From an optimization exercise on the open Yosys and OpenROAD flow, aimed at small area, a short achievable clock period and few clock cycles per item; shortcuts taken in it are not production practice.
Where RTL was checked, it was by simulation tests only, not by an equivalence proof against the original.
No functional check of the RTL was part of run 1.
No activity file was given, so power comes from the tool's default toggle rates.

## flow/design.v (module list and top-level ports; edited modules follow where they fit)
// module divider: 6840 lines
module divider #
(
    parameter N = 32
)
(
    input wire [N-1:0] dividend,
    input wire [N-1:0] divisor,
    input wire start,
    input wire rst,
    input wire clk,
    output wire [N-1:0] quotient,
    output wire [N-1:0] remainder,
    output wire done
);
  // ...
==> flow/run.sh <==
#!/bin/bash
# synth_recipe.tcl (not shown) runs the flow's synth.tcl, then flattens the netlist and writes it again
# the make line also repeats each setting of config.mk as NAME=value (left out here)
make -C /OpenROAD-flow-scripts/flow DESIGN_CONFIG=/design/flow/config.mk WORK_HOME=/design/flow/orfs CLKGATE_MAP_FILE= SYNTH_SCRIPT=/design/flow/synth_recipe.tcl finish
==> flow/config.mk <==
export PLATFORM = sky130hd
export DESIGN_NAME = divider
export DESIGN_NICKNAME = divider
export VERILOG_FILES = /design/flow/design.v
export SDC_FILE = /design/flow/constraint.sdc
export NUM_CORES = 4
export LEC_CHECK = 0
export ABC_AREA = 1
export CAP_MARGIN = 20
export CORE_MARGIN = 2
export CORE_UTILIZATION = 60
export CTS_CLUSTER_DIAMETER = 100
export CTS_CLUSTER_SIZE = 25
export SETUP_SLACK_MARGIN = 2.6
export SLEW_MARGIN = 20
==> flow/constraint.sdc <==
create_clock -name core_clock -period 4.5 [get_ports {clk}]
set_input_delay 0.9000 -clock core_clock [delete_from_list [all_inputs] [get_ports {clk}]]
set_output_delay 0.9000 -clock core_clock [all_outputs]
set_load 0.01 [all_outputs]
==> metrics.yaml, run 1 <==
setup_path:
  reg2regPathDepth: 12
  crit_cells: 12
  worstSetupPathType: "register to register"
  crit_required_ns: 5.16
pwr:
  clk-power_mw: 11.5
  pg_comb_mw: 7.39
  p_comb_share_pct: 16.8
  power_switching_mw: 12.2
  sw_frac_of_total_pct: 27.8
  maxPowerGroup: "sequential cells"
place:
  place_ws_ns: 1.41
  place_hpwl_um: 124000
status:
  status: "timing/DRC/antenna clean"
layout:
  drive_above_1_share_pct: 34.9
  design.seq.count: 2576
  fin_nets: 10600
  final-nonclk-buf-share_pct: 7.07
  fin_util_pct: 77.0
  buffers_excl_clock: 838
  num-multi-input-gates: 5687
  largest_cell_class: "sequential cells"
routing:
  dr.max_layer_used: "met5"
  vias_per_cell: 5.13
  wl_met3_um: 10800
  wirelength_met1_um: 88000
  ant_nets: 0
  drc: 0
sta:
  maxSlewViolCount: 0
  hold_viol_final: 0
  slew_headroom_pct: 50.5
synth:
  synth_top_area_share_pct: 60.6
  syn_area_mm2: 0.0841
  synth_nets: 9611
hold_path:
  holdPathEnd: "xq21_q[18]"
global_routing:
  grt_pass1_wl_um: 296000
cts:
  numCtsBuffers: 113
==> run 2: changes to the inputs <==
--- a/flow/design.v
+++ b/flow/design.v
@@ -22,48 +22,52 @@
     wire ge0 = ~g0_0[0] & ~|d0[N-1:1];
     wire [0:0] r1 = c0 ^ ({1{ge0}} & (d0[0:0] ^ bi0));
     wire [N-1:0] xq1 = {xq0[N-2:0], ge0};
     wire [N-1:0] d1 = d0;
     wire v1 = v0;
     reg [0:0] r1_q;
     reg [N-1:0] xq1_q;
     reg [N-1:0] d1_q;
+    reg z1_q;
     reg v1_q;
     always @(posedge clk) begin
         r1_q <= r1;
         xq1_q <= xq1;
         d1_q <= d1;
+        z1_q <= ~|d1[N-1:2];
     end
     always @(posedge clk, posedge rst) begin
         if (rst) v1_q <= 1'b0;
         else v1_q <= v1;
     end
     wire [1:0] c1 = {r1_q, xq1_q[N-1]};
     wire [1:0] g1_0 = ~c1 & d1_q[1:0];
     wire [1:0] p1_0 = ~c1 | d1_q[1:0];
     wire [1:0] g1_1, p1_1;
     assign g1_1[0] = g1_0[0];
     assign p1_1[0] = p1_0[0];
     assign g1_1[1] = g1_0[1] | (p1_0[1] & g1_0[0]);
     assign p1_1[1] = p1_0[1] & p1_0[0];
     wire [1:0] bi1 = {g1_1[0:0], 1'b0};
-    wire ge1 = ~g1_1[1] & ~|d1_q[N-1:2];
+    wire ge1 = ~g1_1[1] & z1_q;
     wire [1:0] r2 = c1 ^ ({2{ge1}} & (d1_q[1:0] ^ bi1));
     wire [N-1:0] xq2 = {xq1_q[N-2:0], ge1};
     wire [N-1:0] d2 = d1_q;
     wire v2 = v1_q;
     reg [1:0] r2_q;
     reg [N-1:0] xq2_q;
     reg [N-1:0] d2_q;
+    reg z2_q;
     reg v2_q;
     always @(posedge clk) begin
         r2_q <= r2;
         xq2_q <= xq2;
         d2_q <= d2;
+        z2_q <= ~|d2[N-1:3];
     end
     always @(posedge clk, posedge rst) begin
         if (rst) v2_q <= 1'b0;
         else v2_q <= v2;
     end
     wire [2:0] c2 = {r2_q, xq2_q[N-1]};
     wire [2:0] g2_0 = ~c2 & d2_q[2:0];
     wire [2:0] p2_0 = ~c2 | d2_q[2:0];
@@ -84,29 +88,31 @@
     wire [2:0] g2_3, p2_3;
     assign g2_3[0] = g2_2[0];
     assign p2_3[0] = p2_2[0];
     assign g2_3[1] = g2_2[1];
     assign p2_3[1] = p2_2[1];
     assign g2_3[2] = g2_2[2] | (p2_2[2] & g2_2[1]);
     assign p2_3[2] = p2_2[2] & p2_2[1];
     wire [2:0] bi2 = {g2_3[1:0], 1'b0};
-    wire ge2 = ~g2_3[2] & ~|d2_q[N-1:3];
+    wire ge2 = ~g2_3[2] & z2_q;
     wire [2:0] r3 = c2 ^ ({3{ge2}} & (d2_q[2:0] ^ bi2));
     wire [N-1:0] xq3 = {xq2_q[N-2:0], ge2};
     wire [N-1:0] d3 = d2_q;
     wire v3 = v2_q;
     reg [2:0] r3_q;
     reg [N-1:0] xq3_q;
     reg [N-1:0] d3_q;
+    reg z3_q;
     reg v3_q;
     always @(posedge clk) begin
         r3_q <= r3;
         xq3_q <= xq3;
         d3_q <= d3;
+        z3_q <= ~|d3[N-1:4];
     end
     always @(posedge clk, posedge rst) begin
         if (rst) v3_q <= 1'b0;
         else v3_q <= v3;
     end
     wire [3:0] c3 = {r3_q, xq3_q[N-1]};
     wire [3:0] g3_0 = ~c3 & d3_q[3:0];
     wire [3:0] p3_0 = ~c3 | d3_q[3:0];
@@ -133,29 +139,31 @@
     assign p3_3[0] = p3_2[0];
     assign g3_3[1] = g3_2[1];
     assign p3_3[1] = p3_2[1];
     assign g3_3[2] = g3_2[2] | (p3_2[2] & g3_2[1]);
     assign p3_3[2] = p3_2[2] & p3_2[1];
     assign g3_3[3] = g3_2[3];
     assign p3_3[3] = p3_2[3];
     wire [3:0] bi3 = {g3_3[2:0], 1'b0};
-    wire ge3 = ~g3_3[3] & ~|d3_q[N-1:4];
+    wire ge3 = ~g3_3[3] & z3_q;
     wire [3:0] r4 = c3 ^ ({4{ge3}} & (d3_q[3:0] ^ bi3));
     wire [N-1:0] xq4 = {xq3_q[N-2:0], ge3};
     wire [N-1:0] d4 = d3_q;
     wire v4 = v3_q;
     reg [3:0] r4_q;
     reg [N-1:0] xq4_q;
     reg [N-1:0] d4_q;
+    reg z4_q;
     reg v4_q;
     always @(posedge clk) begin
         r4_q <= r4;
         xq4_q <= xq4;
         d4_q <= d4;
+        z4_q <= ~|d4[N-1:5];
     end
     always @(posedge clk, posedge rst) begin
         if (rst) v4_q <= 1'b0;
         else v4_q <= v4;
     end
     wire [4:0] c4 = {r4_q, xq4_q[N-1]};
     wire [4:0] g4_0 = ~c4 & d4_q[4:0];
     wire [4:0] p4_0 = ~c4 | d4_q[4:0];
@@ -199,29 +207,31 @@
     assign p4_4[1] = p4_3[1];
     assign g4_4[2] = g4_3[2] | (p4_3[2] & g4_3[1]);
     assign p4_4[2] = p4_3[2] & p4_3[1];
     assign g4_4[3] = g4_3[3];
     assign p4_4[3] = p4_3[3];
     assign g4_4[4] = g4_3[4] | (p4_3[4] & g4_3[3]);
     assign p4_4[4] = p4_3[4] & p4_3[3];
     wire [4:0] bi4 = {g4_4[3:0], 1'b0};
-    wire ge4 = ~g4_4[4] & ~|d4_q[N-1:5];
+    wire ge4 = ~g4_4[4] & z4_q;
     wire [4:0] r5 = c4 ^ ({5{ge4}} & (d4_q[4:0] ^ bi4));
     wire [N-1:0] xq5 = {xq4_q[N-2:0], ge4};
     wire [N-1:0] d5 = d4_q;
     wire v5 = v4_q;
     reg [4:0] r5_q;
     reg [N-1:0] xq5_q;
     reg [N-1:0] d5_q;
+    reg z5_q;
     reg v5_q;
     always @(posedge clk) begin
         r5_q <= r5;
         xq5_q <= xq5;
         d5_q <= d5;
+        z5_q <= ~|d5[N-1:6];
     end
     always @(posedge clk, posedge rst) begin
         if (rst) v5_q <= 1'b0;
         else v5_q <= v5;
     end
     wire [5:0] c5 = {r5_q, xq5_q[N-1]};
     wire [5:0] g5_0 = ~c5 & d5_q[5:0];
     wire [5:0] p5_0 = ~c5 | d5_q[5:0];
@@ -273,29 +283,31 @@
     assign p5_4[2] = p5_3[2] & p5_3[1];
     assign g5_4[3] = g5_3[3];
     assign p5_4[3] = p5_3[3];
     assign g5_4[4] = g5_3[4] | (p5_3[4] & g5_3[3]);
     assign p5_4[4] = p5_3[4] & p5_3[3];
     assign g5_4[5] = g5_3[5];
     assign p5_4[5] = p5_3[5];
     wire [5:0] bi5 = {g5_4[4:0], 1'b0};
-    wire ge5 = ~g5_4[5] & ~|d5_q[N-1:6];
+    wire ge5 = ~g5_4[5] & z5_q;
     wire [5:0] r6 = c5 ^ ({6{ge5}} & (d5_q[5:0] ^ bi5));
     wire [N-1:0] xq6 = {xq5_q[N-2:0], ge5};
     wire [N-1:0] d6 = d5_q;
     wire v6 = v5_q;
     reg [5:0] r6_q;
     reg [N-1:0] xq6_q;
     reg [N-1:0] d6_q;
+    reg z6_q;
     reg v6_q;
     always @(posedge clk) begin
         r6_q <= r6;
         xq6_q <= xq6;
         d6_q <= d6;
+        z6_q <= ~|d6[N-1:7];
     end
     always @(posedge clk, posedge rst) begin
         if (rst) v6_q <= 1'b0;
         else v6_q <= v6;
     end
     wire [6:0] c6 = {r6_q, xq6_q[N-1]};
     wire [6:0] g6_0 = ~c6 & d6_q[6:0];
     wire [6:0] p6_0 = ~c6 | d6_q[6:0];
@@ -355,29 +367,31 @@
     assign p6_4[3] = p6_3[3];
     assign g6_4[4] = g6_3[4] | (p6_3[4] & g6_3[3]);
     assign p6_4[4] = p6_3[4] & p6_3[3];
     assign g6_4[5] = g6_3[5];
     assign p6_4[5] = p6_3[5];
     assign g6_4[6] = g6_3[6] | (p6_3[6] & g6_3[5]);
     assign p6_4[6] = p6_3[6] & p6_3[5];
     wire [6:0] bi6 = {g6_4[5:0], 1'b0};
-    wire ge6 = ~g6_4[6] & ~|d6_q[N-1:7];
+    wire ge6 = ~g6_4[6] & z6_q;
     wire [6:0] r7 = c6 ^ ({7{ge6}} & (d6_q[6:0] ^ bi6));
     wire [N-1:0] xq7 = {xq6_q[N-2:0], ge6};
     wire [N-1:0] d7 = d6_q;
     wire v7 = v6_q;
     reg [6:0] r7_q;
     reg [N-1:0] xq7_q;
     reg [N-1:0] d7_q;
+    reg z7_q;
     reg v7_q;
     always @(posedge clk) begin
         r7_q <= r7;
         xq7_q <= xq7;
         d7_q <= d7;
+        z7_q <= ~|d7[N-1:8];
     end
     always @(posedge clk, posedge rst) begin
         if (rst) v7_q <= 1'b0;
         else v7_q <= v7;
     end
     wire [7:0] c7 = {r7_q, xq7_q[N-1]};
     wire [7:0] g7_0 = ~c7 & d7_q[7:0];
     wire [7:0] p7_0 = ~c7 | d7_q[7:0];
@@ -445,29 +459,31 @@
     assign p7_4[4] = p7_3[4] & p7_3[3];
     assign g7_4[5] = g7_3[5];
     assign p7_4[5] = p7_3[5];
     assign g7_4[6] = g7_3[6] | (p7_3[6] & g7_3[5]);
     assign p7_4[6] = p7_3[6] & p7_3[5];
     assign g7_4[7] = g7_3[7];
     assign p7_4[7] = p7_3[7];
     wire [7:0] bi7 = {g7_4[6:0], 1'b0};
-    wire ge7 = ~g7_4[7] & ~|d7_q[N-1:8];
+    wire ge7 = ~g7_4[7] & z7_q;
     wire [7:0] r8 = c7 ^ ({8{ge7}} & (d7_q[7:0] ^ bi7));
     wire [N-1:0] xq8 = {xq7_q[N-2:0], ge7};
     wire [N-1:0] d8 = d7_q;
     wire v8 = v7_q;
     reg [7:0] r8_q;
     reg [N-1:0] xq8_q;
     reg [N-1:0] d8_q;
+    reg z8_q;
     reg v8_q;
     always @(posedge clk) begin
         r8_q <= r8;
         xq8_q <= xq8;
         d8_q <= d8;
+        z8_q <= ~|d8[N-1:9];
     end
     always @(posedge clk, posedge rst) begin
         if (rst) v8_q <= 1'b0;
         else v8_q <= v8;
     end
     wire [8:0] c8 = {r8_q, xq8_q[N-1]};
     wire [8:0] g8_0 = ~c8 & d8_q[8:0];
     wire [8:0] p8_0 = ~c8 | d8_q[8:0];
@@ -562,29 +578,31 @@
     assign p8_5[5] = p8_4[5];
     assign g8_5[6] = g8_4[6] | (p8_4[6] & g8_4[5]);
     assign p8_5[6] = p8_4[6] & p8_4[5];
     assign g8_5[7] = g8_4[7];
     assign p8_5[7] = p8_4[7];
     assign g8_5[8] = g8_4[8] | (p8_4[8] & g8_4[7]);
     assign p8_5[8] = p8_4[8] & p8_4[7];
     wire [8:0] bi8 = {g8_5[7:0], 1'b0};
-    wire ge8 = ~g8_5[8] & ~|d8_q[N-1:9];
+    wire ge8 = ~g8_5[8] & z8_q;
     wire [8:0] r9 = c8 ^ ({9{ge8}} & (d8_q[8:0] ^ bi8));
     wire [N-1:0] xq9 = {xq8_q[N-2:0], ge8};
     wire [N-1:0] d9 = d8_q;
     wire v9 = v8_q;
     reg [8:0] r9_q;
     reg [N-1:0] xq9_q;
     reg [N-1:0] d9_q;
+    reg z9_q;
     reg v9_q;
     always @(posedge clk) begin
         r9_q <= r9;
         xq9_q <= xq9;
         d9_q <= d9;
+        z9_q <= ~|d9[N-1:10];
     end
     always @(posedge clk, posedge rst) begin
         if (rst) v9_q <= 1'b0;
         else v9_q <= v9;
     end
     wire [9:0] c9 = {r9_q, xq9_q[N-1]};
     wire [9:0] g9_0 = ~c9 & d9_q[9:0];
     wire [9:0] p9_0 = ~c9 | d9_q[9:0];
@@ -689,29 +707,31 @@
     assign p9_5[6] = p9_4[6] & p9_4[5];
     assign g9_5[7] = g9_4[7];
     assign p9_5[7] = p9_4[7];
     assign g9_5[8] = g9_4[8] | (p9_4[8] & g9_4[7]);
     assign p9_5[8] = p9_4[8] & p9_4[7];
     assign g9_5[9] = g9_4[9];
     assign p9_5[9] = p9_4[9];
     wire [9:0] bi9 = {g9_5[8:0], 1'b0};
-    wire ge9 = ~g9_5[9] & ~|d9_q[N-1:10];
+    wire ge9 = ~g9_5[9] & z9_q;
     wire [9:0] r10 = c9 ^ ({10{ge9}} & (d9_q[9:0] ^ bi9));
     wire [N-1:0] xq10 = {xq9_q[N-2:0], ge9};
     wire [N-1:0] d10 = d9_q;
     wire v10 = v9_q;
     reg [9:0] r10_q;
     reg [N-1:0] xq10_q;
     reg [N-1:0] d10_q;
+    reg z10_q;
     reg v10_q;
     always @(posedge clk) begin
         r10_q <= r10;
         xq10_q <= xq10;
         d10_q <= d10;
+        z10_q <= ~|d10[N-1:11];
     end
     always @(posedge clk, posedge rst) begin
         if (rst) v10_q <= 1'b0;
         else v10_q <= v10;
     end
     wire [10:0] c10 = {r10_q, xq10_q[N-1]};
     wire [10:0] g10_0 = ~c10 & d10_q[10:0];
     wire [10:0] p10_0 = ~c10 | d10_q[10:0];
@@ -826,29 +846,31 @@
     assign p10_5[7] = p10_4[7];
     assign g10_5[8] = g10_4[8] | (p10_4[8] & g10_4[7]);
     assign p10_5[8] = p10_4[8] & p10_4[7];
     assign g10_5[9] = g10_4[9];
     assign p10_5[9] = p10_4[9];
     assign g10_5[10] = g10_4[10] | (p10_4[10] & g10_4[9]);
     assign p10_5[10] = p10_4[10] & p10_4[9];
     wire [10:0] bi10 = {g10_5[9:0], 1'b0};
-    wire ge10 = ~g10_5[10] & ~|d10_q[N-1:11];
+    wire ge10 = ~g10_5[10] & z10_q;
     wire [10:0] r11 = c10 ^ ({11{ge10}} & (d10_q[10:0] ^ bi10));
     wire [N-1:0] xq11 = {xq10_q[N-2:0], ge10};
     wire [N-1:0] d11 = d10_q;
     wire v11 = v10_q;
     reg [10:0] r11_q;
     reg [N-1:0] xq11_q;
     reg [N-1:0] d11_q;
+    reg z11_q;
     reg v11_q;
     always @(posedge clk) begin
         r11_q <= r11;
         xq11_q <= xq11;
         d11_q <= d11;
+        z11_q <= ~|d11[N-1:12];
     end
     always @(posedge clk, posedge rst) begin
         if (rst) v11_q <= 1'b0;
         else v11_q <= v11;
     end
     wire [11:0] c11 = {r11_q, xq11_q[N-1]};
     wire [11:0] g11_0 = ~c11 & d11_q[11:0];
     wire [11:0] p11_0 = ~c11 | d11_q[11:0];
@@ -973,29 +995,31 @@
     assign p11_5[8] = p11_4[8] & p11_4[7];
     assign g11_5[9] = g11_4[9];
     assign p11_5[9] = p11_4[9];
     assign g11_5[10] = g11_4[10] | (p11_4[10] & g11_4[9]);
     assign p11_5[10] = p11_4[10] & p11_4[9];
     assign g11_5[11] = g11_4[11];
     assign p11_5[11] = p11_4[11];
     wire [11:0] bi11 = {g11_5[10:0], 1'b0};
-    wire ge11 = ~g11_5[11] & ~|d11_q[N-1:12];
+    wire ge11 = ~g11_5[11] & z11_q;
     wire [11:0] r12 = c11 ^ ({12{ge11}} & (d11_q[11:0] ^ bi11));
     wire [N-1:0] xq12 = {xq11_q[N-2:0], ge11};
     wire [N-1:0] d12 = d11_q;
     wire v12 = v11_q;
     reg [11:0] r12_q;
     reg [N-1:0] xq12_q;
     reg [N-1:0] d12_q;
+    reg z12_q;
     reg v12_q;
     always @(posedge clk) begin
         r12_q <= r12;
         xq12_q <= xq12;
         d12_q <= d12;
+        z12_q <= ~|d12[N-1:13];
     end
     always @(posedge clk, posedge rst) begin
         if (rst) v12_q <= 1'b0;
         else v12_q <= v12;
     end
     wire [12:0] c12 = {r12_q, xq12_q[N-1]};
     wire [12:0] g12_0 = ~c12 & d12_q[12:0];
     wire [12:0] p12_0 = ~c12 | d12_q[12:0];
@@ -1130,29 +1154,31 @@
     assign p12_5[9] = p12_4[9];
     assign g12_5[10] = g12_4[10] | (p12_4[10] & g12_4[9]);
     assign p12_5[10] = p12_4[10] & p12_4[9];
     assign g12_5[11] = g12_4[11];
     assign p12_5[11] = p12_4[11];
     assign g12_5[12] = g12_4[12] | (p12_4[12] & g12_4[11]);
     assign p12_5[12] = p12_4[12] & p12_4[11];
     wire [12:0] bi12 = {g12_5[11:0], 1'b0};
-    wire ge12 = ~g12_5[12] & ~|d12_q[N-1:13];
+    wire ge12 = ~g12_5[12] & z12_q;
     wire [12:0] r13 = c12 ^ ({13{ge12}} & (d12_q[12:0] ^ bi12));
     wire [N-1:0] xq13 = {xq12_q[N-2:0], ge12};
     wire [N-1:0] d13 = d12_q;
     wire v13 = v12_q;
     reg [12:0] r13_q;
     reg [N-1:0] xq13_q;
     reg [N-1:0] d13_q;
+    reg z13_q;
     reg v13_q;
     always @(posedge clk) begin
         r13_q <= r13;
         xq13_q <= xq13;
         d13_q <= d13;
+        z13_q <= ~|d13[N-1:14];
     end
     always @(posedge clk, posedge rst) begin
         if (rst) v13_q <= 1'b0;
         else v13_q <= v13;
     end
     wire [13:0] c13 = {r13_q, xq13_q[N-1]};
     wire [13:0] g13_0 = ~c13 & d13_q[13:0];
     wire [13:0] p13_0 = ~c13 | d13_q[13:0];
@@ -1297,29 +1323,31 @@
     assign p13_5[10] = p13_4[10] & p13_4[9];
     assign g13_5[11] = g13_4[11];
     assign p13_5[11] = p13_4[11];
     assign g13_5[12] = g13_4[12] | (p13_4[12] & g13_4[11]);
     assign p13_5[12] = p13_4[12] & p13_4[11];
     assign g13_5[13] = g13_4[13];
     assign p13_5[13] = p13_4[13];
     wire [13:0] bi13 = {g13_5[12:0], 1'b0};
-    wire ge13 = ~g13_5[13] & ~|d13_q[N-1:14];
+    wire ge13 = ~g13_5[13] & z13_q;
     wire [13:0] r14 = c13 ^ ({14{ge13}} & (d13_q[13:0] ^ bi13));
     wire [N-1:0] xq14 = {xq13_q[N-2:0], ge13};
     wire [N-1:0] d14 = d13_q;
     wire v14 = v13_q;
     reg [13:0] r14_q;
     reg [N-1:0] xq14_q;
     reg [N-1:0] d14_q;
+    reg z14_q;
     reg v14_q;
     always @(posedge clk) begin
         r14_q <= r14;
         xq14_q <= xq14;
         d14_q <= d14;
+        z14_q <= ~|d14[N-1:15];
     end
     always @(posedge clk, posedge rst) begin
         if (rst) v14_q <= 1'b0;
         else v14_q <= v14;
     end
     wire [14:0] c14 = {r14_q, xq14_q[N-1]};
     wire [14:0] g14_0 = ~c14 & d14_q[14:0];
     wire [14:0] p14_0 = ~c14 | d14_q[14:0];
@@ -1474,29 +1502,31 @@
     assign p14_5[11] = p14_4[11];
     assign g14_5[12] = g14_4[12] | (p14_4[12] & g14_4[11]);
     assign p14_5[12] = p14_4[12] & p14_4[11];
     assign g14_5[13] = g14_4[13];
     assign p14_5[13] = p14_4[13];
     assign g14_5[14] = g14_4[14] | (p14_4[14] & g14_4[13]);
     assign p14_5[14] = p14_4[14] & p14_4[13];
     wire [14:0] bi14 = {g14_5[13:0], 1'b0};
-    wire ge14 = ~g14_5[14] & ~|d14_q[N-1:15];
+    wire ge14 = ~g14_5[14] & z14_q;
     wire [14:0] r15 = c14 ^ ({15{ge14}} & (d14_q[14:0] ^ bi14));
     wire [N-1:0] xq15 = {xq14_q[N-2:0], ge14};
     wire [N-1:0] d15 = d14_q;
     wire v15 = v14_q;
     reg [14:0] r15_q;
     reg [N-1:0] xq15_q;
     reg [N-1:0] d15_q;
+    reg z15_q;
     reg v15_q;
     always @(posedge clk) begin
         r15_q <= r15;
         xq15_q <= xq15;
         d15_q <= d15;
+        z15_q <= ~|d15[N-1:16];
     end
     always @(posedge clk, posedge rst) begin
         if (rst) v15_q <= 1'b0;
         else v15_q <= v15;
     end
     wire [15:0] c15 = {r15_q, xq15_q[N-1]};
     wire [15:0] g15_0 = ~c15 & d15_q[15:0];
     wire [15:0] p15_0 = ~c15 | d15_q[15:0];
@@ -1661,29 +1691,31 @@
     assign p15_5[12] = p15_4[12] & p15_4[11];
     assign g15_5[13] = g15_4[13];
     assign p15_5[13] = p15_4[13];
     assign g15_5[14] = g15_4[14] | (p15_4[14] & g15_4[13]);
     assign p15_5[14] = p15_4[14] & p15_4[13];
     assign g15_5[15] = g15_4[15];
     assign p15_5[15] = p15_4[15];
     wire [15:0] bi15 = {g15_5[14:0], 1'b0};
-    wire ge15 = ~g15_5[15] & ~|d15_q[N-1:16];
+    wire ge15 = ~g15_5[15] & z15_q;
     wire [15:0] r16 = c15 ^ ({16{ge15}} & (d15_q[15:0] ^ bi15));
     wire [N-1:0] xq16 = {xq15_q[N-2:0], ge15};
     wire [N-1:0] d16 = d15_q;
     wire v16 = v15_q;
     reg [15:0] r16_q;
     reg [N-1:0] xq16_q;
     reg [N-1:0] d16_q;
+    reg z16_q;
     reg v16_q;
     always @(posedge clk) begin
         r16_q <= r16;
         xq16_q <= xq16;
         d16_q <= d16;
+        z16_q <= ~|d16[N-1:17];
     end
     always @(posedge clk, posedge rst) begin
         if (rst) v16_q <= 1'b0;
         else v16_q <= v16;
     end
     wire [16:0] c16 = {r16_q, xq16_q[N-1]};
     wire [16:0] g16_0 = ~c16 & d16_q[16:0];
     wire [16:0] p16_0 = ~c16 | d16_q[16:0];
@@ -1893,29 +1925,31 @@
     assign p16_6[13] = p16_5[13];
     assign g16_6[14] = g16_5[14] | (p16_5[14] & g16_5[13]);
     assign p16_6[14] = p16_5[14] & p16_5[13];
     assign g16_6[15] = g16_5[15];
     assign p16_6[15] = p16_5[15];
     assign g16_6[16] = g16_5[16] | (p16_5[16] & g16_5[15]);
     assign p16_6[16] = p16_5[16] & p16_5[15];
     wire [16:0] bi16 = {g16_6[15:0], 1'b0};
-    wire ge16 = ~g16_6[16] & ~|d16_q[N-1:17];
+    wire ge16 = ~g16_6[16] & z16_q;
     wire [16:0] r17 = c16 ^ ({17{ge16}} & (d16_q[16:0] ^ bi16));
     wire [N-1:0] xq17 = {xq16_q[N-2:0], ge16};
     wire [N-1:0] d17 = d16_q;
     wire v17 = v16_q;
     reg [16:0] r17_q;
     reg [N-1:0] xq17_q;
     reg [N-1:0] d17_q;
+    reg z17_q;
     reg v17_q;
     always @(posedge clk) begin
         r17_q <= r17;
         xq17_q <= xq17;
         d17_q <= d17;
+        z17_q <= ~|d17[N-1:18];
     end
     always @(posedge clk, posedge rst) begin
         if (rst) v17_q <= 1'b0;
         else v17_q <= v17;
     end
     wire [17:0] c17 = {r17_q, xq17_q[N-1]};
     wire [17:0] g17_0 = ~c17 & d17_q[17:0];
     wire [17:0] p17_0 = ~c17 | d17_q[17:0];
@@ -2137,29 +2171,31 @@
     assign p17_6[14] = p17_5[14] & p17_5[13];
     assign g17_6[15] = g17_5[15];
     assign p17_6[15] = p17_5[15];
     assign g17_6[16] = g17_5[16] | (p17_5[16] & g17_5[15]);
     assign p17_6[16] = p17_5[16] & p17_5[15];
     assign g17_6[17] = g17_5[17];
     assign p17_6[17] = p17_5[17];
     wire [17:0] bi17 = {g17_6[16:0], 1'b0};
-    wire ge17 = ~g17_6[17] & ~|d17_q[N-1:18];
+    wire ge17 = ~g17_6[17] & z17_q;
     wire [17:0] r18 = c17 ^ ({18{ge17}} & (d17_q[17:0] ^ bi17));
     wire [N-1:0] xq18 = {xq17_q[N-2:0], ge17};
     wire [N-1:0] d18 = d17_q;
     wire v18 = v17_q;
     reg [17:0] r18_q;
     reg [N-1:0] xq18_q;
     reg [N-1:0] d18_q;
+    reg z18_q;
     reg v18_q;
     always @(posedge clk) begin
         r18_q <= r18;
         xq18_q <= xq18;
         d18_q <= d18;
+        z18_q <= ~|d18[N-1:19];
     end
     always @(posedge clk, posedge rst) begin
         if (rst) v18_q <= 1'b0;
         else v18_q <= v18;
     end
     wire [18:0] c18 = {r18_q, xq18_q[N-1]};
     wire [18:0] g18_0 = ~c18 & d18_q[18:0];
     wire [18:0] p18_0 = ~c18 | d18_q[18:0];
@@ -2393,29 +2429,31 @@
     assign p18_6[15] = p18_5[15];
     assign g18_6[16] = g18_5[16] | (p18_5[16] & g18_5[15]);
     assign p18_6[16] = p18_5[16] & p18_5[15];
     assign g18_6[17] = g18_5[17];
     assign p18_6[17] = p18_5[17];
     assign g18_6[18] = g18_5[18] | (p18_5[18] & g18_5[17]);
     assign p18_6[18] = p18_5[18] & p18_5[17];
     wire [18:0] bi18 = {g18_6[17:0], 1'b0};
-    wire ge18 = ~g18_6[18] & ~|d18_q[N-1:19];
+    wire ge18 = ~g18_6[18] & z18_q;
     wire [18:0] r19 = c18 ^ ({19{ge18}} & (d18_q[18:0] ^ bi18));
     wire [N-1:0] xq19 = {xq18_q[N-2:0], ge18};
     wire [N-1:0] d19 = d18_q;
     wire v19 = v18_q;
     reg [18:0] r19_q;
     reg [N-1:0] xq19_q;
     reg [N-1:0] d19_q;
+    reg z19_q;
     reg v19_q;
     always @(posedge clk) begin
         r19_q <= r19;
         xq19_q <= xq19;
         d19_q <= d19;
+        z19_q <= ~|d19[N-1:20];
     end
     always @(posedge clk, posedge rst) begin
         if (rst) v19_q <= 1'b0;
         else v19_q <= v19;
     end
     wire [19:0] c19 = {r19_q, xq19_q[N-1]};
     wire [19:0] g19_0 = ~c19 & d19_q[19:0];
     wire [19:0] p19_0 = ~c19 | d19_q[19:0];
@@ -2661,29 +2699,31 @@
     assign p19_6[16] = p19_5[16] & p19_5[15];
     assign g19_6[17] = g19_5[17];
     assign p19_6[17] = p19_5[17];
     assign g19_6[18] = g19_5[18] | (p19_5[18] & g19_5[17]);
     assign p19_6[18] = p19_5[18] & p19_5[17];
     assign g19_6[19] = g19_5[19];
     assign p19_6[19] = p19_5[19];
     wire [19:0] bi19 = {g19_6[18:0], 1'b0};
-    wire ge19 = ~g19_6[19] & ~|d19_q[N-1:20];
+    wire ge19 = ~g19_6[19] & z19_q;
     wire [19:0] r20 = c19 ^ ({20{ge19}} & (d19_q[19:0] ^ bi19));
     wire [N-1:0] xq20 = {xq19_q[N-2:0], ge19};
     wire [N-1:0] d20 = d19_q;
     wire v20 = v19_q;
     reg [19:0] r20_q;
     reg [N-1:0] xq20_q;
     reg [N-1:0] d20_q;
+    reg z20_q;
     reg v20_q;
     always @(posedge clk) begin
         r20_q <= r20;
         xq20_q <= xq20;
         d20_q <= d20;
+        z20_q <= ~|d20[N-1:21];
     end
     always @(posedge clk, posedge rst) begin
         if (rst) v20_q <= 1'b0;
         else v20_q <= v20;
     end
     wire [20:0] c20 = {r20_q, xq20_q[N-1]};
     wire [20:0] g20_0 = ~c20 & d20_q[20:0];
     wire [20:0] p20_0 = ~c20 | d20_q[20:0];
@@ -2941,29 +2981,31 @@
     assign p20_6[17] = p20_5[17];
     assign g20_6[18] = g20_5[18] | (p20_5[18] & g20_5[17]);
     assign p20_6[18] = p20_5[18] & p20_5[17];
     assign g20_6[19] = g20_5[19];
     assign p20_6[19] = p20_5[19];
     assign g20_6[20] = g20_5[20] | (p20_5[20] & g20_5[19]);
     assign p20_6[20] = p20_5[20] & p20_5[19];
     wire [20:0] bi20 = {g20_6[19:0], 1'b0};
-    wire ge20 = ~g20_6[20] & ~|d20_q[N-1:21];
+    wire ge20 = ~g20_6[20] & z20_q;
     wire [20:0] r21 = c20 ^ ({21{ge20}} & (d20_q[20:0] ^ bi20));
     wire [N-1:0] xq21 = {xq20_q[N-2:0], ge20};
     wire [N-1:0] d21 = d20_q;
     wire v21 = v20_q;
     reg [20:0] r21_q;
     reg [N-1:0] xq21_q;
     reg [N-1:0] d21_q;
+    reg z21_q;
     reg v21_q;
     always @(posedge clk) begin
         r21_q <= r21;
         xq21_q <= xq21;
         d21_q <= d21;
+        z21_q <= ~|d21[N-1:22];
     end
     always @(posedge clk, posedge rst) begin
         if (rst) v21_q <= 1'b0;
         else v21_q <= v21;
     end
     wire [21:0] c21 = {r21_q, xq21_q[N-1]};
     wire [21:0] g21_0 = ~c21 & d21_q[21:0];
     wire [21:0] p21_0 = ~c21 | d21_q[21:0];
@@ -3233,29 +3275,31 @@
     assign p21_6[18] = p21_5[18] & p21_5[17];
     assign g21_6[19] = g21_5[19];
     assign p21_6[19] = p21_5[19];
     assign g21_6[20] = g21_5[20] | (p21_5[20] & g21_5[19]);
     assign p21_6[20] = p21_5[20] & p21_5[19];
     assign g21_6[21] = g21_5[21];
     assign p21_6[21] = p21_5[21];
     wire [21:0] bi21 = {g21_6[20:0], 1'b0};
-    wire ge21 = ~g21_6[21] & ~|d21_q[N-1:22];
+    wire ge21 = ~g21_6[21] & z21_q;
     wire [21:0] r22 = c21 ^ ({22{ge21}} & (d21_q[21:0] ^ bi21));
     wire [N-1:0] xq22 = {xq21_q[N-2:0], ge21};
     wire [N-1:0] d22 = d21_q;
     wire v22 = v21_q;
     reg [21:0] r22_q;
     reg [N-1:0] xq22_q;
     reg [N-1:0] d22_q;
+    reg z22_q;
     reg v22_q;
     always @(posedge clk) begin
         r22_q <= r22;
         xq22_q <= xq22;
         d22_q <= d22;
+        z22_q <= ~|d22[N-1:23];
     end
     always @(posedge clk, posedge rst) begin
         if (rst) v22_q <= 1'b0;
         else v22_q <= v22;
     end
     wire [22:0] c22 = {r22_q, xq22_q[N-1]};
     wire [22:0] g22_0 = ~c22 & d22_q[22:0];
     wire [22:0] p22_0 = ~c22 | d22_q[22:0];
@@ -3537,29 +3581,31 @@
     assign p22_6[19] = p22_5[19];
     assign g22_6[20] = g22_5[20] | (p22_5[20] & g22_5[19]);
     assign p22_6[20] = p22_5[20] & p22_5[19];
     assign g22_6[21] = g22_5[21];
     assign p22_6[21] = p22_5[21];
     assign g22_6[22] = g22_5[22] | (p22_5[22] & g22_5[21]);
     assign p22_6[22] = p22_5[22] & p22_5[21];
     wire [22:0] bi22 = {g22_6[21:0], 1'b0};
-    wire ge22 = ~g22_6[22] & ~|d22_q[N-1:23];
+    wire ge22 = ~g22_6[22] & z22_q;
     wire [22:0] r23 = c22 ^ ({23{ge22}} & (d22_q[22:0] ^ bi22));
     wire [N-1:0] xq23 = {xq22_q[N-2:0], ge22};
     wire [N-1:0] d23 = d22_q;
     wire v23 = v22_q;
     reg [22:0] r23_q;
     reg [N-1:0] xq23_q;
     reg [N-1:0] d23_q;
+    reg z23_q;
     reg v23_q;
     always @(posedge clk) begin
         r23_q <= r23;
         xq23_q <= xq23;
         d23_q <= d23;
+        z23_q <= ~|d23[N-1:24];
     end
     always @(posedge clk, posedge rst) begin
         if (rst) v23_q <= 1'b0;
         else v23_q <= v23;
     end
     wire [23:0] c23 = {r23_q, xq23_q[N-1]};
     wire [23:0] g23_0 = ~c23 & d23_q[23:0];
     wire [23:0] p23_0 = ~c23 | d23_q[23:0];
@@ -3853,29 +3899,31 @@
     assign p23_6[20] = p23_5[20] & p23_5[19];
     assign g23_6[21] = g23_5[21];
     assign p23_6[21] = p23_5[21];
     assign g23_6[22] = g23_5[22] | (p23_5[22] & g23_5[21]);
     assign p23_6[22] = p23_5[22] & p23_5[21];
     assign g23_6[23] = g23_5[23];
     assign p23_6[23] = p23_5[23];
     wire [23:0] bi23 = {g23_6[22:0], 1'b0};
-    wire ge23 = ~g23_6[23] & ~|d23_q[N-1:24];
+    wire ge23 = ~g23_6[23] & z23_q;
     wire [23:0] r24 = c23 ^ ({24{ge23}} & (d23_q[23:0] ^ bi23));
     wire [N-1:0] xq24 = {xq23_q[N-2:0], ge23};
     wire [N-1:0] d24 = d23_q;
     wire v24 = v23_q;
     reg [23:0] r24_q;
     reg [N-1:0] xq24_q;
     reg [N-1:0] d24_q;
+    reg z24_q;
     reg v24_q;
     always @(posedge clk) begin
         r24_q <= r24;
         xq24_q <= xq24;
         d24_q <= d24;
+        z24_q <= ~|d24[N-1:25];
     end
     always @(posedge clk, posedge rst) begin
         if (rst) v24_q <= 1'b0;
         else v24_q <= v24;
     end
     wire [24:0] c24 = {r24_q, xq24_q[N-1]};
     wire [24:0] g24_0 = ~c24 & d24_q[24:0];
     wire [24:0] p24_0 = ~c24 | d24_q[24:0];
@@ -4181,29 +4229,31 @@
     assign p24_6[21] = p24_5[21];
     assign g24_6[22] = g24_5[22] | (p24_5[22] & g24_5[21]);
     assign p24_6[22] = p24_5[22] & p24_5[21];
     assign g24_6[23] = g24_5[23];
     assign p24_6[23] = p24_5[23];
     assign g24_6[24] = g24_5[24] | (p24_5[24] & g24_5[23]);
     assign p24_6[24] = p24_5[24] & p24_5[23];
     wire [24:0] bi24 = {g24_6[23:0], 1'b0};
-    wire ge24 = ~g24_6[24] & ~|d24_q[N-1:25];
+    wire ge24 = ~g24_6[24] & z24_q;
     wire [24:0] r25 = c24 ^ ({25{ge24}} & (d24_q[24:0] ^ bi24));
     wire [N-1:0] xq25 = {xq24_q[N-2:0], ge24};
     wire [N-1:0] d25 = d24_q;
     wire v25 = v24_q;
     reg [24:0] r25_q;
     reg [N-1:0] xq25_q;
     reg [N-1:0] d25_q;
+    reg z25_q;
     reg v25_q;
     always @(posedge clk) begin
         r25_q <= r25;
         xq25_q <= xq25;
         d25_q <= d25;
+        z25_q <= ~|d25[N-1:26];
     end
     always @(posedge clk, posedge rst) begin
         if (rst) v25_q <= 1'b0;
         else v25_q <= v25;
     end
     wire [25:0] c25 = {r25_q, xq25_q[N-1]};
     wire [25:0] g25_0 = ~c25 & d25_q[25:0];
     wire [25:0] p25_0 = ~c25 | d25_q[25:0];
@@ -4521,29 +4571,31 @@
     assign p25_6[22] = p25_5[22] & p25_5[21];
     assign g25_6[23] = g25_5[23];
     assign p25_6[23] = p25_5[23];
     assign g25_6[24] = g25_5[24] | (p25_5[24] & g25_5[23]);
     assign p25_6[24] = p25_5[24] & p25_5[23];
     assign g25_6[25] = g25_5[25];
     assign p25_6[25] = p25_5[25];
     wire [25:0] bi25 = {g25_6[24:0], 1'b0};
-    wire ge25 = ~g25_6[25] & ~|d25_q[N-1:26];
+    wire ge25 = ~g25_6[25] & z25_q;
     wire [25:0] r26 = c25 ^ ({26{ge25}} & (d25_q[25:0] ^ bi25));
     wire [N-1:0] xq26 = {xq25_q[N-2:0], ge25};
     wire [N-1:0] d26 = d25_q;
     wire v26 = v25_q;
     reg [25:0] r26_q;
     reg [N-1:0] xq26_q;
     reg [N-1:0] d26_q;
+    reg z26_q;
     reg v26_q;
     always @(posedge clk) begin
         r26_q <= r26;
         xq26_q <= xq26;
         d26_q <= d26;
+        z26_q <= ~|d26[N-1:27];
     end
     always @(posedge clk, posedge rst) begin
         if (rst) v26_q <= 1'b0;
         else v26_q <= v26;
     end
     wire [26:0] c26 = {r26_q, xq26_q[N-1]};
     wire [26:0] g26_0 = ~c26 & d26_q[26:0];
     wire [26:0] p26_0 = ~c26 | d26_q[26:0];
@@ -4873,29 +4925,31 @@
     assign p26_6[23] = p26_5[23];
     assign g26_6[24] = g26_5[24] | (p26_5[24] & g26_5[23]);
     assign p26_6[24] = p26_5[24] & p26_5[23];
     assign g26_6[25] = g26_5[25];
     assign p26_6[25] = p26_5[25];
     assign g26_6[26] = g26_5[26] | (p26_5[26] & g26_5[25]);
     assign p26_6[26] = p26_5[26] & p26_5[25];
     wire [26:0] bi26 = {g26_6[25:0], 1'b0};
-    wire ge26 = ~g26_6[26] & ~|d26_q[N-1:27];
+    wire ge26 = ~g26_6[26] & z26_q;
     wire [26:0] r27 = c26 ^ ({27{ge26}} & (d26_q[26:0] ^ bi26));
     wire [N-1:0] xq27 = {xq26_q[N-2:0], ge26};
     wire [N-1:0] d27 = d26_q;
     wire v27 = v26_q;
     reg [26:0] r27_q;
     reg [N-1:0] xq27_q;
     reg [N-1:0] d27_q;
+    reg z27_q;
     reg v27_q;
     always @(posedge clk) begin
         r27_q <= r27;
         xq27_q <= xq27;
         d27_q <= d27;
+        z27_q <= ~|d27[N-1:28];
     end
     always @(posedge clk, posedge rst) begin
         if (rst) v27_q <= 1'b0;
         else v27_q <= v27;
     end
     wire [27:0] c27 = {r27_q, xq27_q[N-1]};
     wire [27:0] g27_0 = ~c27 & d27_q[27:0];
     wire [27:0] p27_0 = ~c27 | d27_q[27:0];
@@ -5237,29 +5291,31 @@
     assign p27_6[24] = p27_5[24] & p27_5[23];
     assign g27_6[25] = g27_5[25];
     assign p27_6[25] = p27_5[25];
     assign g27_6[26] = g27_5[26] | (p27_5[26] & g27_5[25]);
     assign p27_6[26] = p27_5[26] & p27_5[25];
     assign g27_6[27] = g27_5[27];
     assign p27_6[27] = p27_5[27];
     wire [27:0] bi27 = {g27_6[26:0], 1'b0};
-    wire ge27 = ~g27_6[27] & ~|d27_q[N-1:28];
+    wire ge27 = ~g27_6[27] & z27_q;
     wire [27:0] r28 = c27 ^ ({28{ge27}} & (d27_q[27:0] ^ bi27));
     wire [N-1:0] xq28 = {xq27_q[N-2:0], ge27};
     wire [N-1:0] d28 = d27_q;
     wire v28 = v27_q;
     reg [27:0] r28_q;
     reg [N-1:0] xq28_q;
     reg [N-1:0] d28_q;
+    reg z28_q;
     reg v28_q;
     always @(posedge clk) begin
         r28_q <= r28;
         xq28_q <= xq28;
         d28_q <= d28;
+        z28_q <= ~|d28[N-1:29];
     end
     always @(posedge clk, posedge rst) begin
         if (rst) v28_q <= 1'b0;
         else v28_q <= v28;
     end
     wire [28:0] c28 = {r28_q, xq28_q[N-1]};
     wire [28:0] g28_0 = ~c28 & d28_q[28:0];
     wire [28:0] p28_0 = ~c28 | d28_q[28:0];
@@ -5613,29 +5669,31 @@
     assign p28_6[25] = p28_5[25];
     assign g28_6[26] = g28_5[26] | (p28_5[26] & g28_5[25]);
     assign p28_6[26] = p28_5[26] & p28_5[25];
     assign g28_6[27] = g28_5[27];
     assign p28_6[27] = p28_5[27];
     assign g28_6[28] = g28_5[28] | (p28_5[28] & g28_5[27]);
     assign p28_6[28] = p28_5[28] & p28_5[27];
     wire [28:0] bi28 = {g28_6[27:0], 1'b0};
-    wire ge28 = ~g28_6[28] & ~|d28_q[N-1:29];
+    wire ge28 = ~g28_6[28] & z28_q;
     wire [28:0] r29 = c28 ^ ({29{ge28}} & (d28_q[28:0] ^ bi28));
     wire [N-1:0] xq29 = {xq28_q[N-2:0], ge28};
     wire [N-1:0] d29 = d28_q;
     wire v29 = v28_q;
     reg [28:0] r29_q;
     reg [N-1:0] xq29_q;
     reg [N-1:0] d29_q;
+    reg z29_q;
     reg v29_q;
     always @(posedge clk) begin
         r29_q <= r29;
         xq29_q <= xq29;
         d29_q <= d29;
+        z29_q <= ~|d29[N-1:30];
     end
     always @(posedge clk, posedge rst) begin
         if (rst) v29_q <= 1'b0;
         else v29_q <= v29;
     end
     wire [29:0] c29 = {r29_q, xq29_q[N-1]};
     wire [29:0] g29_0 = ~c29 & d29_q[29:0];
     wire [29:0] p29_0 = ~c29 | d29_q[29:0];
@@ -6001,29 +6059,31 @@
     assign p29_6[26] = p29_5[26] & p29_5[25];
     assign g29_6[27] = g29_5[27];
     assign p29_6[27] = p29_5[27];
     assign g29_6[28] = g29_5[28] | (p29_5[28] & g29_5[27]);
     assign p29_6[28] = p29_5[28] & p29_5[27];
     assign g29_6[29] = g29_5[29];
     assign p29_6[29] = p29_5[29];
     wire [29:0] bi29 = {g29_6[28:0], 1'b0};
-    wire ge29 = ~g29_6[29] & ~|d29_q[N-1:30];
+    wire ge29 = ~g29_6[29] & z29_q;
     wire [29:0] r30 = c29 ^ ({30{ge29}} & (d29_q[29:0] ^ bi29));
     wire [N-1:0] xq30 = {xq29_q[N-2:0], ge29};
     wire [N-1:0] d30 = d29_q;
     wire v30 = v29_q;
     reg [29:0] r30_q;
     reg [N-1:0] xq30_q;
     reg [N-1:0] d30_q;
+    reg z30_q;
     reg v30_q;
     always @(posedge clk) begin
         r30_q <= r30;
         xq30_q <= xq30;
         d30_q <= d30;
+        z30_q <= ~|d30[N-1:31];
     end
     always @(posedge clk, posedge rst) begin
         if (rst) v30_q <= 1'b0;
         else v30_q <= v30;
     end
     wire [30:0] c30 = {r30_q, xq30_q[N-1]};
     wire [30:0] g30_0 = ~c30 & d30_q[30:0];
     wire [30:0] p30_0 = ~c30 | d30_q[30:0];
@@ -6401,17 +6461,17 @@
     assign p30_6[27] = p30_5[27];
     assign g30_6[28] = g30_5[28] | (p30_5[28] & g30_5[27]);
     assign p30_6[28] = p30_5[28] & p30_5[27];
     assign g30_6[29] = g30_5[29];
     assign p30_6[29] = p30_5[29];
     assign g30_6[30] = g30_5[30] | (p30_5[30] & g30_5[29]);
     assign p30_6[30] = p30_5[30] & p30_5[29];
     wire [30:0] bi30 = {g30_6[29:0], 1'b0};
-    wire ge30 = ~g30_6[30] & ~|d30_q[N-1:31];
+    wire ge30 = ~g30_6[30] & z30_q;
     wire [30:0] r31 = c30 ^ ({31{ge30}} & (d30_q[30:0] ^ bi30));
     wire [N-1:0] xq31 = {xq30_q[N-2:0], ge30};
     wire [N-1:0] d31 = d30_q;
     wire v31 = v30_q;
     reg [30:0] r31_q;
     reg [N-1:0] xq31_q;
     reg [N-1:0] d31_q;
     reg v31_q;
==> metrics.yaml, run 2 <==
setup_path:
  crit_required_ns: 5.17  # about the same
  r2r_end: "r31_q[0]"
  end_kind: "register"
  crit_path_end: "r31_q[0]"
  reg2regPathDepth: 17  # +5
  startpoint: "d30_q[0]"
  path_max_fanout: 8
  reg2reg_setup_slack_ns: 2.31
  crit_arrival_ns: 2.86
  startpoint_type: "register"
  worstSetupPathType: "register to register"
  r2r_start: "d30_q[0]"
cts:
  clockBufferDepth: 3
  hold_buffers: 0
  cts_root_buf: "clkbuf_16"
  clkTransAtPathRegs_ns: 0.10
  cts.sink_count: 2606
  cts_tree: "built"
  clock_latency_ns: 0.79
  numCtsBuffers: 115  # +1.8%
  htree_num_levels: 3
global_routing:
  track_usage_pct: 25.4
  antenna_found_initial: 1
  grt_pass1_wl_um: 293000  # -0.98%
  overflow: 0
  grt_max_degree: 33
  grt_pass1_vias: 58200
die:
  die-area_mm2: 0.144
  placementRows: 137
  ios: 132
  die_w_um: 379
  die_y_um: 379
  start_util_pct: 60.5
  coreArea_mm2: 0.140
layout:
  layout_common_cells: "dfxtp_1 (1992), nand2_1 (1930), inv_1 (983)"
  area_delta_synth_final_pct: 27.4
  fin_nets: 10500  # -0.50%
  final_cell_area_mm2: 0.108
  drive_above_1_share_pct: 34.5  # -0.45 points
  layout_commonest_cell: "dfxtp_1"
  antenna_cells: 0
synth:
  synth_edf_count: 0
  synth_top_area_share_pct: 61.0  # +0.38 points
  synth_nets: 9548  # -0.66%
  syn_inst: 9481
  yosysWarnings: 1
  ys_seq_area_share_pct: 61.9
  async_flop_share_pct: 1.23
  syn_area_mm2: 0.0845  # +0.54%
  synth_seq_cells: 2606
  synth_most_common_cell: "nand2_1"
  ys_top_cells_by_area: "dfxtp_1 (61%), nand2_1 (12%), inv_1 (5.4%)"
  ys_types: 60
  yosysTopAreaCell: "dfxtp_1"
  syn_avg_cell_area_um2: 8.91
  ys.flop_type: "dfxtp_1"
  synth_common_cells: "nand2_1 (2601), dfxtp_1 (2574), inv_1 (1218), nor2_1 (710)"
place:
  place_hpwl_um: 123000  # -0.59%
  gp_congestion: 0.894
  portBuffers: 131
  placed_area_mm2: 0.0877
sta:
  setup_viol: 0
  holdWs_ns: 0.299
  fin_crit_ns: 2.19
  rsz0062_at_grt: "true"
  post-route-period-util_pct: 48.7
  max_freq_mhz: 457
  maxSlewViolCount: 0  # unchanged
  hold_viol_final: 0  # unchanged
  final.setup.tns_ns: 0
  worst_slew_pin_slew_ns: 0.961
  skew_ns: 0.0739
  slew_headroom_pct: 35.9  # -15 points
routing:
  ant_nets: 0  # unchanged
  wl_per_cell_um: 16.6
  drtIter0Drc: 4269
  drt-total-wl_um: 204000
  firstDrtPassIters: 7
  vias: 63500
  vias_per_cell: 5.15  # +0.44%
  drc: 0  # unchanged
hold_path:
  hold_path_class: "register to register"
pwr:
  power_density_mw_per_mm2: 411
  leakage_nw: 49.6
  vdd_drop_max_uv: 513
run:
  max-cap-violations: 0
status:
  status: "timing/DRC/antenna clean"
==> run 2: cell types whose count changed after synthesis, moves of 16 or more <==
cell,before,now
dfxtp_1,2544,2574
inv_1,1248,1218
nand2_1,2660,2601
nand3_1,485,460
nand4_1,151,129
nor2_1,736,710
xor2_1,444,460
==> run 2: worst min-delay path by stage <==
stage	start	endpoint	slack [ns]	depth (start not counted)
after global placement	xq1_q[11]	xq2_q[12]	0.31	0
final	xq18_q[23]	xq19_q[24]	0.30	0
after detailed placement	d8_q[9]	d9_q[9]	0.31	0
after CTS	xq18_q[23]	xq19_q[24]	0.29	0
after global routing	xq18_q[23]	xq19_q[24]	0.29	0
after floorplan	d9_q[10]	d10_q[10]	0.31	0
==> run 2: stage by stage <==
| stage | std cells | power (mW) | setup WS, ns | util [%] |
|---|---|---|---|---|
| 5_1_grt | 12300 | 46.1 | 2.19 | 77.1 |
| 4_1_cts | 12000 | 42.5 | 2.25 | 70.1 |
| 6_report | 12300 | 44.3 | 2.31 | 77.1 |
| 2_1_floorplan | 9481 | 28.6 | 2.73 | - |
| 3_3_place_gp | 11400 | 29.9 | 1.85 | 62.8 |
| 3_5_place_dp | 11400 | 30.0 | 1.79 | 62.8 |
==> run 2: timing repair <==
item                       4_1_cts  5_1_grt
setup endpoints to repair      585      594
buffers inserted               360      336
gates cloned                    63       12
gates resized for setup       1594     2236
pin swaps                      341      745
==> run 2: per-layer routing <==
metal | share of wire (%) | global-route usage, % | vias to the layer above
met5 | 0 | 0 | -
met4 | 2.8 | 6.18 | 0
met3 | 5.4 | 3.30 | 464
met2 | 48 | 43.3 | 1777
met1 | 43 | 34.2 | 29900
li1 | - | - | 31300
==> run 2: where the power goes <==
| part | internal, mW | switching (mW) |
|---|---|---|
| combinational | 2.97 | 4.49 |
| clock | 4.72 | 6.88 |
| sequential | 24.3 | 0.889 |
==> run 2: cell families after synthesis <==
family | synth area share [%]
AO/OA/AOI/OAI | 4.70
flip-flops | 61.9
buffers and inverters | 6.18
AND/OR/NAND/NOR | 21.8
XOR/XNOR | 5.43
==> run 2: area by class of cell <==
type | count | area [µm²]
Clock buffer | 118 | 2890
Clock inverter | 11 | 244
Fill cell | 9093 | 32000
Inverter | 1250 | 4910
Multi-Input combinational cell | 5615 | 36300
Sequential cell | 2606 | 53300
Tap cell | 1876 | 2350
Timing Repair Buffer | 838 | 7510
Timing Repair inverter | 17 | 219
==> run 2: worst max-delay path, stage by stage (launching register included) <==
cell      delay (ns)
dfxtp_2         0.36
inv_2           0.05
nor2_1          0.14
nand2_1         0.11
nand2_2         0.13
nand2_2         0.08
nand3_4         0.09
nand2_2         0.07
nand2_2         0.10
nand2_4         0.08
nand2_4         0.12
nand2_8         0.07
nand3_4         0.09
buf_12          0.19
buf_12          0.13
inv_12          0.05
nand3b_1        0.11
nand2_1         0.07
Testbench counts of run 2, summed over its fixed seeds: cycles 2,296, items 2,048.
==> run 3: changes to the inputs <==
--- a/flow/config.mk
+++ b/flow/config.mk
@@ -11,5 +11,5 @@
 export CORE_UTILIZATION = 60
 export CTS_CLUSTER_DIAMETER = 100
 export CTS_CLUSTER_SIZE = 25
-export SETUP_SLACK_MARGIN = 2.6
+export SETUP_SLACK_MARGIN = 2.15
 export SLEW_MARGIN = 20
==> metrics.yaml, run 3 <==
layout:
  fin_util_pct: 65.9  # -11 points
  area_delta_synth_final_pct: 8.98
  layout_common_cells: "nand2_1 (2567), dfxtp_1 (2560), inv_1 (1213)"
  layout_commonest_cell: "nand2_1"
  final_cell_area_mm2: 0.0921  # -14%
  fin_nets: 9808  # -6.7%
  instances_no_fill: 11600  # -5.7%
  drive_above_1_share_pct: 5.41  # -29 points
routing:
  wl_per_cell_um: 14.7  # -11%
  drc: 0  # unchanged
  ant_nets: 0  # unchanged
  drtIter0Drc: 3667  # -14%
  vias_per_cell: 4.95  # -3.9%
  firstDrtPassIters: 6  # -1
  vias: 57600  # -9.3%
  drt-total-wl_um: 171000  # -16%
cts:
  cts.sink_count: 2606  # unchanged
  hold_buffers: 0  # unchanged
  clkTransAtPathRegs_ns: 0.10  # about the same
  htree_num_levels: 3  # unchanged
  numCtsBuffers: 115  # unchanged
  clockBufferDepth: 3  # unchanged
  cts_tree: "built"
  clock_latency_ns: 0.78  # about the same
  cts_root_buf: "clkbuf_16"
sta:
  max_freq_mhz: 439  # -3.8%
  post-route-period-util_pct: 50.6  # +1.9 points
  holdWs_ns: 0.296  # -0.00271 ns
  fin_crit_ns: 2.28  # +0.0863 ns
  maxSlewViolCount: 0  # unchanged
  rsz0062_at_grt: "true"
  hold_viol_final: 0  # unchanged
  layout_setup_ws_ns: 2.22  # -0.0863 ns
  worst_slew_pin_slew_ns: 0.858  # -0.103 ns
  skew_ns: 0.0687  # -0.00523 ns
  setup_viol: 0  # unchanged
  slew_headroom_pct: 42.7  # +6.8 points
  final.setup.tns_ns: 0  # unchanged
setup_path:
  cp_slowest_cell: "dfxtp_1"
  path_buf_inv: 1  # -3
  crit_cells: 1  # -16
  startpoint_type: "register"
  slowest_delay_ns: 0.33  # -0.03 ns
  reg2reg_setup_slack_ns: 2.23  # -0.08 ns
  crit_required_ns: 3.60  # -1.57 ns
  crit_arrival_ns: 1.38  # -1.48 ns
  worstSetupPathType: "register to output port"
  end_kind: "output port"
  path_cells: "dlygate4sd2_1"
  path_max_fanout: 1  # -7
  crit_family: "flip-flops"
  reg2regPathDepth: 10  # -7
synth:
  synth_seq_cells: 2606  # unchanged
  syn_area_mm2: 0.0845  # unchanged
  yosysTopAreaCell: "dfxtp_1"
  yosysWarnings: 1  # unchanged
  muxShareOfSynthArea_pct: 0  # unchanged
  synthXorXnorAreaFrac_pct: 5.43  # unchanged
  synth_common_cells: "nand2_1 (2601), dfxtp_1 (2574), inv_1 (1218), nor2_1 (710)"
  syn_inst: 9481  # unchanged
  synth_most_common_cell: "nand2_1"
  synth_top_family_by_area: "simple AND/OR/NAND/NOR gates"
  ys_types: 60  # unchanged
  ys.flop_type: "dfxtp_1"
  async_flop_share_pct: 1.23  # unchanged
  synth-simple-area-share_pct: 21.8  # unchanged
  synth_compound_area_share_pct: 4.70  # unchanged
  ys_top_cells_by_area: "dfxtp_1 (61%), nand2_1 (12%), inv_1 (5.4%)"
  synth_top_area_share_pct: 61.0  # unchanged
  synth_edf_count: 0  # unchanged
  synthAdderAreaFrac_pct: 0  # unchanged
  syn_avg_cell_area_um2: 8.91  # unchanged
  ys_seq_area_share_pct: 61.9  # unchanged
  synth_nets: 9548  # unchanged
die:
  placementRows: 137  # unchanged
  coreArea_mm2: 0.140  # unchanged
  start_util_pct: 60.5  # unchanged
  die_y_um: 379  # unchanged
  ios: 132  # unchanged
  die-area_mm2: 0.144  # unchanged
  die_w_um: 379  # unchanged
pwr:
  leakage_nw: 44.3  # -11%
  total_power_mw: 41.2  # -7.0%
  vdd_drop_max_uv: 513  # about the same
  power_density_mw_per_mm2: 447  # +8.8%
global_routing:
  busiest_layer: "met2"
  grt_max_degree: 34  # +3.0%
  grt_pass1_vias: 53500  # -8.0%
  antenna_found_initial: 3  # +2
  grt_use_met1_pct: 31.1  # -3.1 points
  track_usage_pct: 22.8  # -2.5 points
  grt_pass1_wl_um: 266000  # -9.3%
  met2_usage_pct: 38.7  # -4.5 points
  gr-usage-met3_pct: 2.85  # -0.45 points
  overflow: 0  # unchanged
hold_path:
  hold_path_class: "register to register"
  min_delay_path_depth: 0  # unchanged
run:
  max-cap-violations: 0  # unchanged
place:
  dp_cells: 11400  # unchanged
  place_hpwl_um: 123000  # unchanged
  gp_congestion: 0.894  # unchanged
  placed_area_mm2: 0.0877  # unchanged
  place_ws_ns: 1.79  # unchanged
  portBuffers: 131  # unchanged
status:
  status: "timing/DRC/antenna clean"
[run 3: changes by cell type in the layout (fill, tap and decap cells not counted), moves of 289 or more]
cell | before | now
dfxtp_1 | 1992 | 2560
dfxtp_2 | 505 | 13
buf_4 | 554 | 31
nor2_1 | 412 | 701
nand2_2 | 562 | 80
nand2_1 | 1930 | 2567
[run 3: timing repair]
action / in CTS / in global routing
gates cloned: 10 / 20
pin swaps: 2 / 30
hold endpoints to repair: 0 / 0
endpoints found under the setup margin: 290 / 374
gates resized for setup: 111 / 179
setup buffers: 11 / 28
[run 3: layer usage]
| metal | vias up | wire length (µm) |
|---|---|---|
| met5 | - | 0 |
| met4 | 0 | 3520 |
| met3 | 236 | 8100 |
| met2 | 1153 | 79100 |
| met1 | 26300 | 80700 |
| li1 | 29900 | - |
[run 3: kinds of logic (layout without fill, tap and decap cells)]
kind of cell	Yosys count	in the layout
simple gates	4309	4336
flops	2606	2606
buf+inv	1309	1554
compound gates	734	734
xor+xnor	523	523
other cells	0	1
[run 3: worst paths after layout]
path	start	to
hold / removal	xq18_q[23]	xq19_q[24]
setup / recovery	r32_q[9]	remainder[9]
hold reg to reg	xq18_q[23]	xq19_q[24]
min in group asynchronous	rst	v1_q
setup reg to reg	d21_q[1]	r22_q[3]
max in group asynchronous	rst	v13_q
[run 3: final cells by class]
type	count	area (µm²)
timing repair inverter	2	15.0
multi-input combinational	5593	27900
clock buffer	118	2890
clock inverter	11	244
fill	11200	47600
sequential	2606	52400
inverter	1250	4760
antenna	1	2.50
tap	1876	2350
timing repair buffer	173	1640
[run 3: power by group]
part	switching, mW	internal, mW	leakage (nW)
combinational	3.03	1.61	20.9
clock	6.78	4.72	1.53
sequential	0.782	24.3	21.9
total	10.6	30.6	44.3
==> run 4: changes to the inputs <==
--- a/flow/config.mk
+++ b/flow/config.mk
@@ -11,5 +11,5 @@
 export CORE_UTILIZATION = 60
 export CTS_CLUSTER_DIAMETER = 100
 export CTS_CLUSTER_SIZE = 25
-export SETUP_SLACK_MARGIN = 2.15
+export SETUP_SLACK_MARGIN = 2.3
 export SLEW_MARGIN = 20
==> metrics.yaml, run 4 <==
die:
  coreArea_mm2: 0.140  # unchanged
  die_y_um: 379  # unchanged
  die_w_um: 379  # unchanged
  ios: 132  # unchanged
  placementRows: 137  # unchanged
  die-area_mm2: 0.144  # unchanged
  start_util_pct: 60.5  # unchanged
routing:
  drc: 0  # unchanged
  drtIter0Drc: 3947  # +7.6%
  vias_per_cell: 4.99  # +0.76%
  wl_per_cell_um: 15.0  # +2.0%
  firstDrtPassIters: 7  # +1
  ant_nets: 0  # unchanged
  vias: 58500  # +1.7%
  drt-total-wl_um: 176000  # +3.0%
synth:
  synth_top_area_share_pct: 61.0  # unchanged
  synth_nets: 9548  # unchanged
  syn_area_mm2: 0.0845  # unchanged
  synth_seq_cells: 2606  # unchanged
  synth_edf_count: 0  # unchanged
  yosysTopAreaCell: "dfxtp_1"
  synth_most_common_cell: "nand2_1"
  ys.flop_type: "dfxtp_1"
  ys_top_cells_by_area: "dfxtp_1 (61%), nand2_1 (12%), inv_1 (5.4%)"
  synth_common_cells: "nand2_1 (2601), dfxtp_1 (2574), inv_1 (1218), nor2_1 (710)"
  ys_seq_area_share_pct: 61.9  # unchanged
  yosysWarnings: 1  # unchanged
  async_flop_share_pct: 1.23  # unchanged
  ys_types: 60  # unchanged
  syn_avg_cell_area_um2: 8.91  # unchanged
  syn_inst: 9481  # unchanged
sta:
  maxSlewViolCount: 0  # unchanged
  max_freq_mhz: 457  # +4.0%
  setup_viol: 0  # unchanged
  worst_slew_pin_slew_ns: 1.02  # +0.158 ns
  skew_ns: 0.0728  # +0.00414 ns
  fin_crit_ns: 2.19  # -0.0877 ns
  hold_viol_final: 0  # unchanged
  post-route-period-util_pct: 48.6  # -1.9 points
  slew_headroom_pct: 32.2  # -11 points
  rsz0062_at_grt: "true"
  final.setup.tns_ns: 0  # unchanged
cts:
  clkTransAtPathRegs_ns: 0.11  # about the same
  clock_latency_ns: 0.79  # about the same
  htree_num_levels: 3  # unchanged
  cts_root_buf: "clkbuf_16"
  cts_tree: "built"
  cts.sink_count: 2606  # unchanged
  clockBufferDepth: 3  # unchanged
  numCtsBuffers: 115  # unchanged
layout:
  antenna_cells: 0  # -1
  final_cell_area_mm2: 0.0941  # +2.2%
  instances_no_fill: 11700  # +0.91%
  layout_common_cells: "nand2_1 (2470), dfxtp_1 (2449), inv_1 (1184)"
  layout_commonest_cell: "nand2_1"
  fin_nets: 9915  # +1.1%
  area_delta_synth_final_pct: 11.4
  drive_above_1_share_pct: 10.6  # +5.1 points
global_routing:
  grt_pass1_vias: 54000  # +0.92%
  track_usage_pct: 23.4  # +0.60 points
  grt_pass1_wl_um: 272000  # +2.1%
  antenna_found_initial: 2  # -1
  grt_max_degree: 33  # -2.9%
  overflow: 0  # unchanged
place:
  place_hpwl_um: 123000  # unchanged
  placed_area_mm2: 0.0877  # unchanged
  gp_congestion: 0.894  # unchanged
  dp_cells: 11400  # unchanged
  portBuffers: 131  # unchanged
setup_path:
  reg2regPathDepth: 16  # +6
  end_kind: "register"
  r2r_start: "d30_q[9]"
  reg2reg_setup_slack_ns: 2.31  # +0.08 ns
  startpoint_type: "register"
  worstSetupPathType: "register to register"
  startpoint: "d30_q[9]"
  crit_path_end: "r31_q[4]"
  crit_arrival_ns: 2.84  # +1.46 ns
  crit_required_ns: 5.15  # +1.55 ns
  path_max_fanout: 6  # +5
  r2r_end: "r31_q[4]"
pwr:
  power_density_mw_per_mm2: 442  # -1.2%
  total_power_mw: 41.6  # +0.93%
  leakage_nw: 45.0  # +1.5%
  vdd_drop_max_uv: 513  # about the same
run:
  max-cap-violations: 0  # unchanged
status:
  status: "timing/DRC/antenna clean"
hold_path:
  hold_path_class: "register to register"
-- run 4: cell counts after synthesis --
No cell type changed its count.
-- run 4: report_power, final --
group          switching [mW]  internal [mW]  leakage, nW
Combinational            3.22           1.77         21.6
Sequential              0.793           24.3         21.9
Clock                    6.79           4.72         1.53
Total                    10.8           30.8         45.0
-- run 4: worst min-delay path by stage --
stage | start | endpoint | cells past startpoint
floorplan | d9_q[10] | d10_q[10] | 0
global placement | xq1_q[11] | xq2_q[12] | 0
detailed placement | d8_q[9] | d9_q[9] | 0
CTS | xq18_q[23] | xq19_q[24] | 0
global route | xq18_q[23] | xq19_q[24] | 0
finish | xq18_q[23] | xq19_q[24] | 0
-- run 4: area by class of cell --
type | count | area [µm²]
Sequential cell | 2606 | 52500
Tap cell | 1876 | 2350
Clock buffer | 118 | 2890
Timing Repair inverter | 4 | 28.8
Inverter | 1250 | 4820
Fill cell | 10900 | 45600
Multi-Input combinational cell | 5604 | 28900
Clock inverter | 11 | 244
Timing Repair Buffer | 267 | 2330
-- run 4: metal layers --
metal / share of wire [%] / global-route usage, % / wire, µm
met2: 46 / 39.6 / 81700
met4: 2.1 / 5.29 / 3640
met3: 5.2 / 2.82 / 9180
met1: 46 / 32.2 / 81900
met5: 0 / 0 / 0
-- run 4: kinds of logic (layout without fill, tap and decap cells) --
| logic type | after synthesis | in the layout | share of synthesized area (%) |
|---|---|---|---|
| compound gates | 734 | 734 | 4.70 |
| xor+xnor | 523 | 523 | 5.43 |
| buf+inv | 1309 | 1650 | 6.18 |
| flops | 2606 | 2606 | 61.9 |
| simple gates | 4309 | 4347 | 21.8 |
-- run 4: through the flow --
| stage | util, % | hold WS [ns] | setup slack (ns) |
|---|---|---|---|
| floorplan | - | 0.310 | 2.73 |
| global placement | 62.8 | 0.310 | 1.85 |
| CTS | 65.6 | 0.291 | 2.21 |
| detailed placement | 62.8 | 0.312 | 1.79 |
| global route | 67.4 | 0.287 | 2.20 |
| finish | 67.4 | 0.297 | 2.31 |
-- run 4: repair_timing --
action,in CTS,in global routing
endpoints found under the hold margin,0,0
hold buffers,0,0
pin swaps,29,108
gates resized for setup,410,527
setup endpoints to repair,450,491
buffers inserted,29,100
gates cloned,26,21
-- run 4: worst max-delay path, cell delays in order (launching register included) --
cell and delay [ns]:
dfxtp_2 0.36, inv_1 0.05, nand2_1 0.07, nand2_2 0.10, inv_1 0.06, nand2_1 0.08, nand2_2 0.07, a21oi_2 0.15
nand2_2 0.12, nand2_4 0.12, nand2_4 0.09, nand2_8 0.13, nand3_4 0.11, buf_12 0.21, buf_6 0.14, o21ai_1 0.11
nand2_1 0.10

what the ideal ports hide:
Ports are ideal in the flow. The routed layouts listed here were re-timed in OpenROAD. Step 1 assumes that a clkbuf_16 drives the clock port and a buf_2 every other input. Step 2, shift: input delay + t, output delay - t, t = (earliest + latest rising clock arrival at the registers) / 2. This alone moves slack from input paths to output paths. a / b / c = ideal / step 1 / step 2; a / b = the first two.
| run | t (ns) | slack for setup (ns) |
|---|---|---|
| run 1 | 0.842 | 2.303 / 2.238 / 1.917 |
| run 2 | 0.836 | 2.310 / 2.246 / 2.137 |
| run 3 | 0.832 | 2.223 / 2.145 / 2.136 |
| run 4 | 0.833 | 2.311 / 2.242 / 2.139 |
After both steps every run listed still meets setup and hold.
